Background: an optimization exercise with open tools, aiming at small area, a short achievable clock period and few clock cycles. Do not read the settings as production practice.
RTL that was checked went through simulation tests only; none was proved equivalent to the original.
Power and IR drop assume default switching activity.

==> inputs of v38 <==
Design MIPS_Multi_Cycle, start of the top module:
module MIPS_Multi_Cycle
(
    input clk,
    input reset,
    input   [7:0] GPIO_i,
    output  [31:0] GPIO_o_hex,
    output  [9:0] rom_addr,
    input   [31:0] rom_data
);
Settings: LEC_CHECK=0, ABC_CLOCK_PERIOD_IN_PS=3000, CAP_MARGIN=30, CORE_MARGIN=2, CORE_UTILIZATION=60, CTS_BUF_LIST=sky130_fd_sc_hd__clkbuf_8, CTS_CLUSTER_DIAMETER=50, CTS_CLUSTER_SIZE=12, SLEW_MARGIN=30; clock period 15.0 ns.
standard.sh (not shown) runs the stock make flow with config.mk's settings and CLKGATE_MAP_FILE= SYNTH_SCRIPT=/design/flow/synth_recipe.tcl, a recipe that flattens the netlist after the stock synthesis.
==> flow/flow/run.sh <==
#!/bin/bash
set -euo pipefail
bash standard.sh SETUP_SLACK_MARGIN=10.5 finish > standard.log 2>&1
==> v2: changes against v38 <==
--- a/flow/design.v
+++ b/flow/design.v
@@ -1,57 +1,45 @@
 module Register_File (
     input             clk,
     input             reset,
-    input             we,           
+    input             we,
     input      [4:0]  wa,
     input      [31:0] wd,
-    input             hold,         
-    input      [4:0]  rs_n,
-    input      [4:0]  rt_n,
-    input      [4:0]  ra1,          
+    input      [4:0]  ra1,
     input      [4:0]  ra2,
     output     [31:0] rd1,
     output     [31:0] rd2
 );
 reg [31:0] rf [1:31];
 reg [31:1] rv;
-integer i;
 always @(posedge clk) begin
-    for (i = 1; i < 32; i = i + 1)
-        if (we && wa == i) rf[i] <= wd;
+    if (we) rf[wa] <= wd;
 end
-wire [31:1] rv_n = rv | ({31{we}} & (31'b1 << (wa - 5'd1)));
 always @(posedge clk or negedge reset) begin
     if (!reset) rv <= 31'b0;
-    else rv <= rv_n;
-end
-reg  [31:1] s1, s2;
-reg         sp1, sp2;
-wire [4:0]  a1_n  = hold ? ra1 : rs_n;
-wire [4:0]  a2_n  = hold ? ra2 : rt_n;
-wire [31:1] h1_n  = 31'b1 << (a1_n - 5'd1);
-wire [31:1] h2_n  = 31'b1 << (a2_n - 5'd1);
-always @(posedge clk) begin
-    s1  <= (a1_n == 5'd0) ? 31'b0 : h1_n & rv_n;
-    s2  <= (a2_n == 5'd0) ? 31'b0 : h2_n & rv_n;
-    sp1 <= (a1_n == 5'd29) & ~rv_n[29];
-    sp2 <= (a2_n == 5'd29) & ~rv_n[29];
+    else if (we) rv[wa] <= 1'b1;
 end
-reg [31:0] q1, q2;
-always @(*) begin
-    q1 = sp1 ? 32'h1001_00FC : 32'h0;
-    q2 = sp2 ? 32'h1001_00FC : 32'h0;
-    for (i = 1; i < 32; i = i + 1) begin
-        q1 = q1 | (rf[i] & {32{s1[i]}});
-        q2 = q2 | (rf[i] & {32{s2[i]}});
+function [31:0] rd_port;
+    input [4:0] a;
+    begin
+        if (we && wa == a)
+            rd_port = wd;
+        else if (a == 5'd0)
+            rd_port = 32'h0;
+        else if (rv[a])
+            rd_port = rf[a];
+        else if (a == 5'd29)
+            rd_port = 32'h1001_00FC;
+        else
+            rd_port = 32'h0;
     end
-end
-assign rd1 = (we && wa == ra1) ? wd : q1;
-assign rd2 = (we && wa == ra2) ? wd : q2;
+endfunction
+assign rd1 = rd_port(ra1);
+assign rd2 = rd_port(ra2);
 endmodule
 module MUL_S1 (
     input  [31:0] a,
     input  [31:0] b,
     output [118:0] cs
 );
 wire neg0 = b[1];
 wire one0 = b[0] ^ 1'b0;
@@ -1086,51 +1074,49 @@
 reg  [63:0] m_wsel;       
 reg  [31:0] w_res;
 reg  [4:0]  w_rd;
 reg         w_we;
 reg  [31:0] port_q;
 reg  [7:0]  gpio_q;
 assign rom_addr   = ra_q;
 assign GPIO_o_hex = port_q;
-wire       d_stall;       
 wire [4:0] d_rs = d_ir[25:21];
 wire [4:0] d_rt = d_ir[20:16];
 wire is_jr, is_halt, is_jmp, is_jal, is_beq, is_slti, is_mul, is_lw, is_sw;
 wire imm_b, const_b, use_rs, use_rt, wen;
 wire [4:0] wdest;
 UC_FSM DEC (
     .ir(d_ir), .is_jr(is_jr), .is_halt(is_halt), .is_jmp(is_jmp), .is_jal(is_jal),
     .is_beq(is_beq), .is_slti(is_slti), .is_mul(is_mul), .is_lw(is_lw), .is_sw(is_sw),
     .imm_b(imm_b), .const_b(const_b), .use_rs(use_rs), .use_rt(use_rt),
     .wen(wen), .wdest(wdest)
 );
 wire [31:0] rs_v, rt_v;
 Register_File RF (
     .clk(clk), .reset(reset),
     .we(w_we), .wa(w_rd), .wd(w_res),
-    .hold(d_stall), .rs_n(rom_data[25:21]), .rt_n(rom_data[20:16]),
     .ra1(d_rs), .ra2(d_rt),
     .rd1(rs_v), .rd2(rt_v)
 );
 wire ex_wr_rs  = e_we & (e_rd == d_rs);
 wire ex_wr_rt  = e_we & (e_rd == d_rt);
 wire mem_wr_rs = m_we & (m_rd == d_rs);
 wire mem_wr_rt = m_we & (m_rd == d_rt);
 wire e_late    = e_lw | e_mul;
-wire m_late    = m_lw | m_mul;     
+wire m_late    = m_rom | m_mul;    
 wire stall_lu = (e_late & ((use_rs & ex_wr_rs) | (use_rt & ex_wr_rt))) |
                 (m_late & (((use_rs | is_jr) & mem_wr_rs) | ((use_rt | is_sw) & mem_wr_rt))) |
                 (is_jr & ex_wr_rs);
 wire        ex_taken;
 wire        ex_rom;
 wire [9:0]  ex_ra;
 wire [31:0] x_res;
 wire [31:0] mem_res;
-assign d_stall = d_v & stall_lu;
+wire d_stall = d_v & stall_lu;
 wire d_go    = d_v & ~d_stall & ~ex_taken;
 wire [31:0] jr_v = mem_wr_rs ? mem_res : rs_v;
 wire d_jump  = d_go & is_jr & (jr_v[11:2] != d_pt);
 wire d_halt  = d_go & is_halt;
 wire [31:0] fwd_rs = ex_wr_rs ? x_res : mem_wr_rs ? mem_res : rs_v;
 wire [31:0] fwd_rt = ex_wr_rt ? x_res : mem_wr_rt ? mem_res : rt_v;
 wire [9:0]  d_jt = jr_v[11:2];
 wire [31:0] sext = {{16{d_ir[15]}}, d_ir[15:0]};
@@ -1221,45 +1207,45 @@
         m_we <= 1'b0; m_lw <= 1'b0; m_sw <= 1'b0; m_mul <= 1'b0; m_rom <= 1'b0;
         m_sdr <= 1'b0;
     end else begin
         m_we  <= e_we;
         m_lw  <= e_lw;
         m_sw  <= e_sw;
         m_mul <= e_mul;
         m_rom <= ex_rom;
-        m_sdr <= e_sdl;
+        m_sdr <= e_sdl & m_late;
     end
 end
 always @(posedge clk) begin
     m_res <= x_res;
-    m_sd  <= e_sd;
+    m_sd  <= e_sdl ? mem_res : e_sd;    
     m_rd  <= e_rd;
     m_isport <= x_port;
     m_isgpio <= x_gpio;
     m_isram  <= x_ram;
     m_wsel   <= x_wsel;
     gpio_q   <= GPIO_i;
 end
 wire [31:0] st_d = m_sdr ? w_res : m_sd;
 wire [31:0] ram_q, load_q;
 RAM_mem RAM (
     .clk(clk), .we(m_sw & m_isram), .wsel(m_wsel), .din(st_d), .dout(ram_q)
 );
 Memory_System MS (
     .is_port(m_isport), .is_gpio(m_isgpio), .is_ram(m_isram),
     .ram_q(ram_q), .port_q(port_q), .gpio_q(gpio_q), .load_q(load_q)
 );
-assign mem_res = m_res;
+assign mem_res = m_lw ? load_q : m_res;
 always @(posedge clk or negedge reset) begin
     if (!reset) begin
         port_q <= 32'h0;
         w_we   <= 1'b0;
     end else begin
         if (m_sw & m_isport) port_q <= st_d;
         w_we <= m_we;
     end
 end
 always @(posedge clk) begin
-    w_res <= m_rom ? rom_data : m_mul ? mul_p : m_lw ? load_q : m_res;
+    w_res <= m_rom ? rom_data : m_mul ? mul_p : mem_res;
     w_rd  <= m_rd;
 end
 endmodule
==> v4: changes against v38 <==
--- a/flow/design.v
+++ b/flow/design.v
@@ -4,16 +4,18 @@
     input             we,           
     input      [4:0]  wa,
     input      [31:0] wd,
     input             hold,         
     input      [4:0]  rs_n,
     input      [4:0]  rt_n,
     input      [4:0]  ra1,          
     input      [4:0]  ra2,
+    input             byp1,         
+    input             byp2,
     output     [31:0] rd1,
     output     [31:0] rd2
 );
 reg [31:0] rf [1:31];
 reg [31:1] rv;
 integer i;
 always @(posedge clk) begin
     for (i = 1; i < 32; i = i + 1)
@@ -40,18 +42,18 @@
 always @(*) begin
     q1 = sp1 ? 32'h1001_00FC : 32'h0;
     q2 = sp2 ? 32'h1001_00FC : 32'h0;
     for (i = 1; i < 32; i = i + 1) begin
         q1 = q1 | (rf[i] & {32{s1[i]}});
         q2 = q2 | (rf[i] & {32{s2[i]}});
     end
 end
-assign rd1 = (we && wa == ra1) ? wd : q1;
-assign rd2 = (we && wa == ra2) ? wd : q2;
+assign rd1 = byp1 ? wd : q1;
+assign rd2 = byp2 ? wd : q2;
 endmodule
 module MUL_S1 (
     input  [31:0] a,
     input  [31:0] b,
     output [118:0] cs
 );
 wire neg0 = b[1];
 wire one0 = b[0] ^ 1'b0;
@@ -997,25 +999,21 @@
     for (i = 0; i < 64; i = i + 1)
         q = q | (ram[i] & {32{wsel[i]}});
 end
 assign dout = q;
 endmodule
 module Memory_System (
     input         is_port,
     input         is_gpio,
-    input         is_ram,
-    input  [31:0] ram_q,
     input  [31:0] port_q,
     input  [7:0]  gpio_q,
-    output [31:0] load_q
+    output [31:0] io_q
 );
-assign load_q = is_port ? port_q :
-                is_gpio ? {24'b0, gpio_q} :
-                is_ram  ? ram_q : 32'b0;
+assign io_q = (port_q & {32{is_port}}) | ({24'b0, gpio_q} & {32{is_gpio}});
 endmodule
 module UC_FSM (
     input  [31:0] ir,
     output        is_jr,
     output        is_halt,
     output        is_jmp,      
     output        is_jal,
     output        is_beq,
@@ -1070,92 +1068,120 @@
 reg  [9:0]  ra_q;         
 reg         halted;
 reg  [31:0] d_ir;
 reg  [9:0]  d_pc;
 reg  [9:0]  d_pt;         
 reg         d_v;
 reg  [9:0]  ras0, ras1;
 reg  [31:0] e_a, e_b, e_sd;
-reg  [9:0]  e_bt;
+reg  [9:0]  e_bt;         
+reg         e_jr, e_jlate;
 reg  [4:0]  e_rd;
 reg         e_we, e_beq, e_lw, e_sw, e_mul, e_slt;
 reg         e_sdl;
 reg  [31:0] m_res, m_sd;
 reg  [4:0]  m_rd;
 reg         m_we, m_lw, m_sw, m_mul, m_rom, m_sdr;
-reg         m_isport, m_isgpio, m_isram;
+reg         m_isport, m_isgpio, m_isram, m_ldram;
 reg  [63:0] m_wsel;       
 reg  [31:0] w_res;
 reg  [4:0]  w_rd;
 reg         w_we;
 reg  [31:0] port_q;
+reg  [31:0] port_rb;
+reg         port_wr;      
 reg  [7:0]  gpio_q;
 assign rom_addr   = ra_q;
 assign GPIO_o_hex = port_q;
 wire       d_stall;       
+reg        f_xs, f_xt;    
+reg        f_ms, f_mt;    
+reg        f_ws, f_wt;    
 wire [4:0] d_rs = d_ir[25:21];
 wire [4:0] d_rt = d_ir[20:16];
 wire is_jr, is_halt, is_jmp, is_jal, is_beq, is_slti, is_mul, is_lw, is_sw;
 wire imm_b, const_b, use_rs, use_rt, wen;
 wire [4:0] wdest;
 UC_FSM DEC (
     .ir(d_ir), .is_jr(is_jr), .is_halt(is_halt), .is_jmp(is_jmp), .is_jal(is_jal),
     .is_beq(is_beq), .is_slti(is_slti), .is_mul(is_mul), .is_lw(is_lw), .is_sw(is_sw),
     .imm_b(imm_b), .const_b(const_b), .use_rs(use_rs), .use_rt(use_rt),
     .wen(wen), .wdest(wdest)
 );
 wire [31:0] rs_v, rt_v;
 Register_File RF (
     .clk(clk), .reset(reset),
     .we(w_we), .wa(w_rd), .wd(w_res),
     .hold(d_stall), .rs_n(rom_data[25:21]), .rt_n(rom_data[20:16]),
-    .ra1(d_rs), .ra2(d_rt),
+    .ra1(d_rs), .ra2(d_rt), .byp1(f_ws), .byp2(f_wt),
     .rd1(rs_v), .rd2(rt_v)
 );
-wire ex_wr_rs  = e_we & (e_rd == d_rs);
-wire ex_wr_rt  = e_we & (e_rd == d_rt);
-wire mem_wr_rs = m_we & (m_rd == d_rs);
-wire mem_wr_rt = m_we & (m_rd == d_rt);
+wire ex_wr_rs  = f_xs;
+wire ex_wr_rt  = f_xt;
+wire mem_wr_rs = f_ms;
+wire mem_wr_rt = f_mt;
 wire e_late    = e_lw | e_mul;
 wire m_late    = m_lw | m_mul;     
-wire stall_lu = (e_late & ((use_rs & ex_wr_rs) | (use_rt & ex_wr_rt))) |
-                (m_late & (((use_rs | is_jr) & mem_wr_rs) | ((use_rt | is_sw) & mem_wr_rt))) |
-                (is_jr & ex_wr_rs);
-wire        ex_taken;
+wire stall_lu = (e_late & (((use_rs | is_jr) & ex_wr_rs) | (use_rt & ex_wr_rt))) |
+                (m_late & ((use_rs & mem_wr_rs) | ((use_rt | is_sw) & mem_wr_rt)));
+wire        ex_redir;      
+wire [9:0]  ex_tgt;
 wire        ex_rom;
 wire [9:0]  ex_ra;
 wire [31:0] x_res;
 wire [31:0] mem_res;
 assign d_stall = d_v & stall_lu;
-wire d_go    = d_v & ~d_stall & ~ex_taken;
-wire [31:0] jr_v = mem_wr_rs ? mem_res : rs_v;
-wire d_jump  = d_go & is_jr & (jr_v[11:2] != d_pt);
+wire d_go    = d_v & ~d_stall & ~ex_redir;
 wire d_halt  = d_go & is_halt;
+wire [32:0] sum;
+wire        rs0  = (d_rs == 5'd0);
+wire        rt0  = (d_rt == 5'd0);
+wire        z_x  = rt0 ? ex_wr_rs  : ex_wr_rt;      
+wire        z_m  = rt0 ? mem_wr_rs : mem_wr_rt;     
+wire        bz   = is_beq & (rs0 | rt0) & (z_x | z_m);
+wire        z_ex = e_slt ? sum[32] :               
+              &(~(e_a ^ e_b ^ {(e_a[30:0] | e_b[30:0]), 1'b0}));    
+wire        z_is = z_x ? z_ex : (m_res == 32'b0);
+wire        d_btaken = d_go & bz & z_is;
+wire [9:0]  d_bt = d_pc + 10'd1 + d_ir[9:0];
+wire [4:0] rs_nx = d_stall ? d_rs : rom_data[25:21];
+wire [4:0] rt_nx = d_stall ? d_rt : rom_data[20:16];
+always @(posedge clk or negedge reset) begin
+    if (!reset) begin
+        f_xs <= 1'b0; f_xt <= 1'b0; f_ms <= 1'b0; f_mt <= 1'b0; f_ws <= 1'b0; f_wt <= 1'b0;
+    end else begin
+        f_xs <= d_go & wen & (wdest == rom_data[25:21]);
+        f_xt <= d_go & wen & (wdest == rom_data[20:16]);
+        f_ms <= e_we & (e_rd == rs_nx);
+        f_mt <= e_we & (e_rd == rt_nx);
+        f_ws <= m_we & (m_rd == rs_nx);
+        f_wt <= m_we & (m_rd == rt_nx);
+    end
+end
 wire [31:0] fwd_rs = ex_wr_rs ? x_res : mem_wr_rs ? mem_res : rs_v;
 wire [31:0] fwd_rt = ex_wr_rt ? x_res : mem_wr_rt ? mem_res : rt_v;
-wire [9:0]  d_jt = jr_v[11:2];
 wire [31:0] sext = {{16{d_ir[15]}}, d_ir[15:0]};
 wire [10:0] pc_inc = {1'b0, d_pc} + 11'd1;
 wire [31:0] link = {9'b0, 1'b1, 9'b0, pc_inc[10], pc_inc[9:0], 2'b00};
 wire [31:0] cval = is_jal ? link :
                    d_ir[27] ? {d_ir[15:0], 16'b0} :    
                    {24'b0, gpio_q};
 wire [31:0] d_b = const_b ? cval :
                   imm_b ? (is_slti ? ~sext : sext) : fwd_rt;
 wire [31:0] d_a = const_b ? 32'b0 : fwd_rs;
 wire       if_jmp  = (rom_data[31:27] == 5'b00001);
 wire       if_jal  = if_jmp & rom_data[26];
 wire       if_jr   = (rom_data[31:26] == 6'h00) & (rom_data[5:0] == 6'h08);
 wire [9:0] pc_inc1 = pc_f + 10'd1;
 wire [9:0] pc_seq  = if_jmp ? rom_data[9:0] : if_jr ? ras0 : pc_inc1;
 wire       pc_hold = d_stall | m_rom | halted | d_halt;
-wire       if_go   = ~(ex_taken | d_jump | pc_hold);
-wire [9:0] pc_next = ex_taken ? e_bt :
-                     d_jump   ? d_jt :
+wire       if_go   = ~(ex_redir | d_btaken | pc_hold);
+wire [9:0] pc_next = ex_redir ? ex_tgt :
+                     d_btaken ? d_bt :
                      pc_hold  ? pc_f : pc_seq;
 always @(posedge clk or negedge reset) begin
     if (!reset) begin
         ras0 <= 10'd0;
         ras1 <= 10'd0;
     end else if (if_go & if_jal) begin
         ras0 <= pc_inc1;
         ras1 <= ras0;
@@ -1168,54 +1194,59 @@
         pc_f   <= 10'd0;
         ra_q   <= 10'd0;
         halted <= 1'b0;
         d_v    <= 1'b0;
     end else begin
         pc_f   <= pc_next;
         ra_q   <= ex_rom ? ex_ra : pc_next;
         if (d_halt) halted <= 1'b1;
-        if (ex_taken | ~d_stall)
-            d_v <= ~(ex_taken | d_jump | d_halt | halted | m_rom);
+        if (ex_redir | ~d_stall)
+            d_v <= ~(ex_redir | d_btaken | d_halt | halted | m_rom);
     end
 end
 always @(posedge clk) begin
     if (~d_stall) begin
         d_ir <= rom_data;
         d_pc <= pc_f;
         d_pt <= ras0;
     end
 end
 always @(posedge clk or negedge reset) begin
     if (!reset) begin
         e_we <= 1'b0; e_beq <= 1'b0; e_lw <= 1'b0; e_sw <= 1'b0; e_mul <= 1'b0;
-        e_slt <= 1'b0; e_sdl <= 1'b0;
+        e_slt <= 1'b0; e_sdl <= 1'b0; e_jr <= 1'b0; e_jlate <= 1'b0;
     end else begin
         e_we   <= d_go & wen;
-        e_beq  <= d_go & is_beq;
+        e_beq  <= d_go & is_beq & ~bz;
+        e_jr   <= d_go & is_jr;
+        e_jlate <= m_late & mem_wr_rs;
         e_lw   <= d_go & is_lw;
         e_sw   <= d_go & is_sw;
         e_mul  <= d_go & is_mul;
         e_slt  <= is_slti;
         e_sdl  <= ex_wr_rt & e_late;
     end
 end
 always @(posedge clk) begin
     e_a  <= d_a;
     e_b  <= d_b;
     e_sd <= fwd_rt;
-    e_bt <= d_pc + 10'd1 + d_ir[9:0];
+    e_bt <= is_jr ? d_pt : d_bt;
     e_rd <= wdest;
 end
-wire [32:0] sum = {1'b0, e_a} + {1'b0, e_b} + {32'b0, e_slt};
+assign sum = {1'b0, e_a} + {1'b0, e_b} + {32'b0, e_slt};
 assign x_res = e_slt ? {31'b0, ~sum[32]} : sum[31:0];
-assign ex_taken = e_beq & (e_a == e_b);
+wire [9:0] jr_t = e_jlate ? w_res[11:2] : e_a[11:2];
+assign ex_redir = (e_beq & (e_a == e_b)) | (e_jr & (jr_t != e_bt));
+assign ex_tgt   = e_jr ? jr_t : e_bt;
 wire x_port = (sum[31:0] == 32'h003F_FFC0);
 wire x_gpio = (sum[31:0] == 32'h003F_FFBC);
 wire x_ram  = (sum[31:16] >= 16'h1001);
+wire x_ldram = e_lw & x_ram;
 assign ex_rom = e_lw & ~x_port & ~x_gpio & ~x_ram;
 assign ex_ra  = sum[11:2];
 wire [63:0] x_wsel = 64'b1 << sum[7:2];
 wire [31:0] mul_p;
 MUL MULT (.clk(clk), .a(e_a), .b(e_b), .p(mul_p));
 always @(posedge clk or negedge reset) begin
     if (!reset) begin
         m_we <= 1'b0; m_lw <= 1'b0; m_sw <= 1'b0; m_mul <= 1'b0; m_rom <= 1'b0;
@@ -1231,35 +1262,41 @@
 end
 always @(posedge clk) begin
     m_res <= x_res;
     m_sd  <= e_sd;
     m_rd  <= e_rd;
     m_isport <= x_port;
     m_isgpio <= x_gpio;
     m_isram  <= x_ram;
+    m_ldram  <= x_ldram;
     m_wsel   <= x_wsel;
     gpio_q   <= GPIO_i;
 end
 wire [31:0] st_d = m_sdr ? w_res : m_sd;
-wire [31:0] ram_q, load_q;
+wire [31:0] ram_q, io_q;
+wire [31:0] port_rd = port_rb & {32{port_wr}};    
 RAM_mem RAM (
     .clk(clk), .we(m_sw & m_isram), .wsel(m_wsel), .din(st_d), .dout(ram_q)
 );
 Memory_System MS (
-    .is_port(m_isport), .is_gpio(m_isgpio), .is_ram(m_isram),
-    .ram_q(ram_q), .port_q(port_q), .gpio_q(gpio_q), .load_q(load_q)
+    .is_port(m_isport), .is_gpio(m_isgpio),
+    .port_q(port_rd), .gpio_q(gpio_q), .io_q(io_q)
 );
 assign mem_res = m_res;
 always @(posedge clk or negedge reset) begin
     if (!reset) begin
-        port_q <= 32'h0;
-        w_we   <= 1'b0;
+        port_q  <= 32'h0;
+        port_wr <= 1'b0;
+        w_we    <= 1'b0;
     end else begin
-        if (m_sw & m_isport) port_q <= st_d;
+        port_q <= (m_sw & m_isport) ? st_d : port_rd;
+        if (m_sw & m_isport) port_wr <= 1'b1;
         w_we <= m_we;
     end
 end
 always @(posedge clk) begin
-    w_res <= m_rom ? rom_data : m_mul ? mul_p : m_lw ? load_q : m_res;
+    if (m_sw & m_isport) port_rb <= st_d;
+    w_res <= (ram_q & {32{m_ldram}}) | (rom_data & {32{m_rom}}) |
+             (m_mul ? mul_p : m_lw ? io_q : m_res);
     w_rd  <= m_rd;
 end
 endmodule
==> flow/config.mk (replaced) <==
export PLATFORM = sky130hd
export DESIGN_NAME = MIPS_Multi_Cycle
export DESIGN_NICKNAME = MIPS_Multi_Cycle
export VERILOG_FILES = /design/flow/design.v
export SDC_FILE = /design/flow/constraint.sdc
export NUM_CORES = 8
export LEC_CHECK = 0
export ABC_CLOCK_PERIOD_IN_PS = 3000
export CAP_MARGIN = 30
export CORE_MARGIN = 2
export CORE_UTILIZATION = 60
export CTS_CLUSTER_DIAMETER = 90
export CTS_CLUSTER_SIZE = 27
export SLEW_MARGIN = 30
==> impl_metrics.yaml <==
outcome:
  status: "no timing/DRC/antenna violations"
global_routing:
  use_met2_pct: 73.4
clocking:
  htree_levels: 4
floorplanning:
  die_area_sq_um: 264000
  initial_utilization_pct: 60.2
critical_path:
  worstSetupStartpoint: "f_wt"
  cp.arrival_ps: 5450
synth:
  yosysUniqueCellTypes: 97
  ys.warnings.count: 6
hold_path:
  hold_start: "e_sd[9]"
layout:
  final_cell_mix: "edfxtp_1, a221oi_1, a22o_1"
  drive_above_1_share_pct: 11.1
  buffer_area_share_pct: 2.79
timing:
  worst_pin_slew_ps: 1300
  setup_ws_ps: 10250
# the run above: v4

==> impl_metrics.yaml <==
floorplanning:
  initial_utilization_pct: 60.2
  die_area_sq_um: 261000
timing:
  slew_viol_final: 0
  setup_ws_ps: 10040
  worst_pin_slew_ps: 1290
global_routing:
  grt-ovfl-total: 0
  use_met2_pct: 74.1
pwr:
  powerSeq_mw: 12.2
hold_path:
  hold_start: "e_sd[13]"
layout:
  drive_above_1_share_pct: 13.6
synth:
  yosysUniqueCellTypes: 94
  ys.warnings.count: 6
clocking:
  htree_levels: 5
outcome:
  status: "no timing/DRC/antenna violations"
# the run above: v38

==> impl_metrics.yaml <==
layout:
  drive_above_1_share_pct: 20.3
  buffer_area_share_pct: 3.54
clocking:
  cts_setup_buffers: 90
  hold_buffers: 0
  htree_levels: 5
synth:
  ys.warnings.count: 5
  yosysUniqueCellTypes: 104
  synthAdderAreaFrac_pct: 3.77
timing:
  tns_ps: 0
hold_path:
  hold_start: "e_sw"
critical_path:
  worstSetupStartpoint: "port_q[19]"
  cp.arrival_ps: 1780
global_routing:
  use_met2_pct: 64.6
pwr:
  powerSeq_mw: 12.0
  p_per_area_nw_per_um2: 145
floorplanning:
  initial_utilization_pct: 60.4
outcome:
  status: "no timing/DRC/antenna violations"
# the run above: v2

Testbench counts of v2, summed over its fixed seeds: cycles 501,966.
Testbench counts of v4, summed over its fixed seeds: cycles 499,189.
Only the layout flow was run in v38; the RTL was not checked for function there.

==> port drivers added, routing unchanged <==
In the flow no input, the clock included, has a driving cell. The finished layouts below were timed again as built, in two steps.
Step 1: set_driving_cell puts a clkbuf_16 on clk and a buf_2 on each other input, an assumption about the parent block.
Step 2 moves the port delays by t, midway between the first and last clock arrival at a register: inputs arrive t later, outputs are due t later. That takes back most of the time a late clock gives input paths.
Three values: ideal ports, drivers, drivers and shift; two values: the first two.
run	t (ns)	setup slack, ns	latest minus earliest clock arrival (ns)
v38	1.234	10.035 / 9.948 / 9.432	0.170 / 0.170
v2	1.261	10.215 / 10.107 / 9.386	0.139 / 0.138
v4	1.042	10.254 / 10.254 / 9.512	0.121 / 0.121
After both steps every run listed still meets setup and hold. The setup slack of v2, which loses most, moves by -0.108 ns with the drivers and by -0.829 ns with both steps.
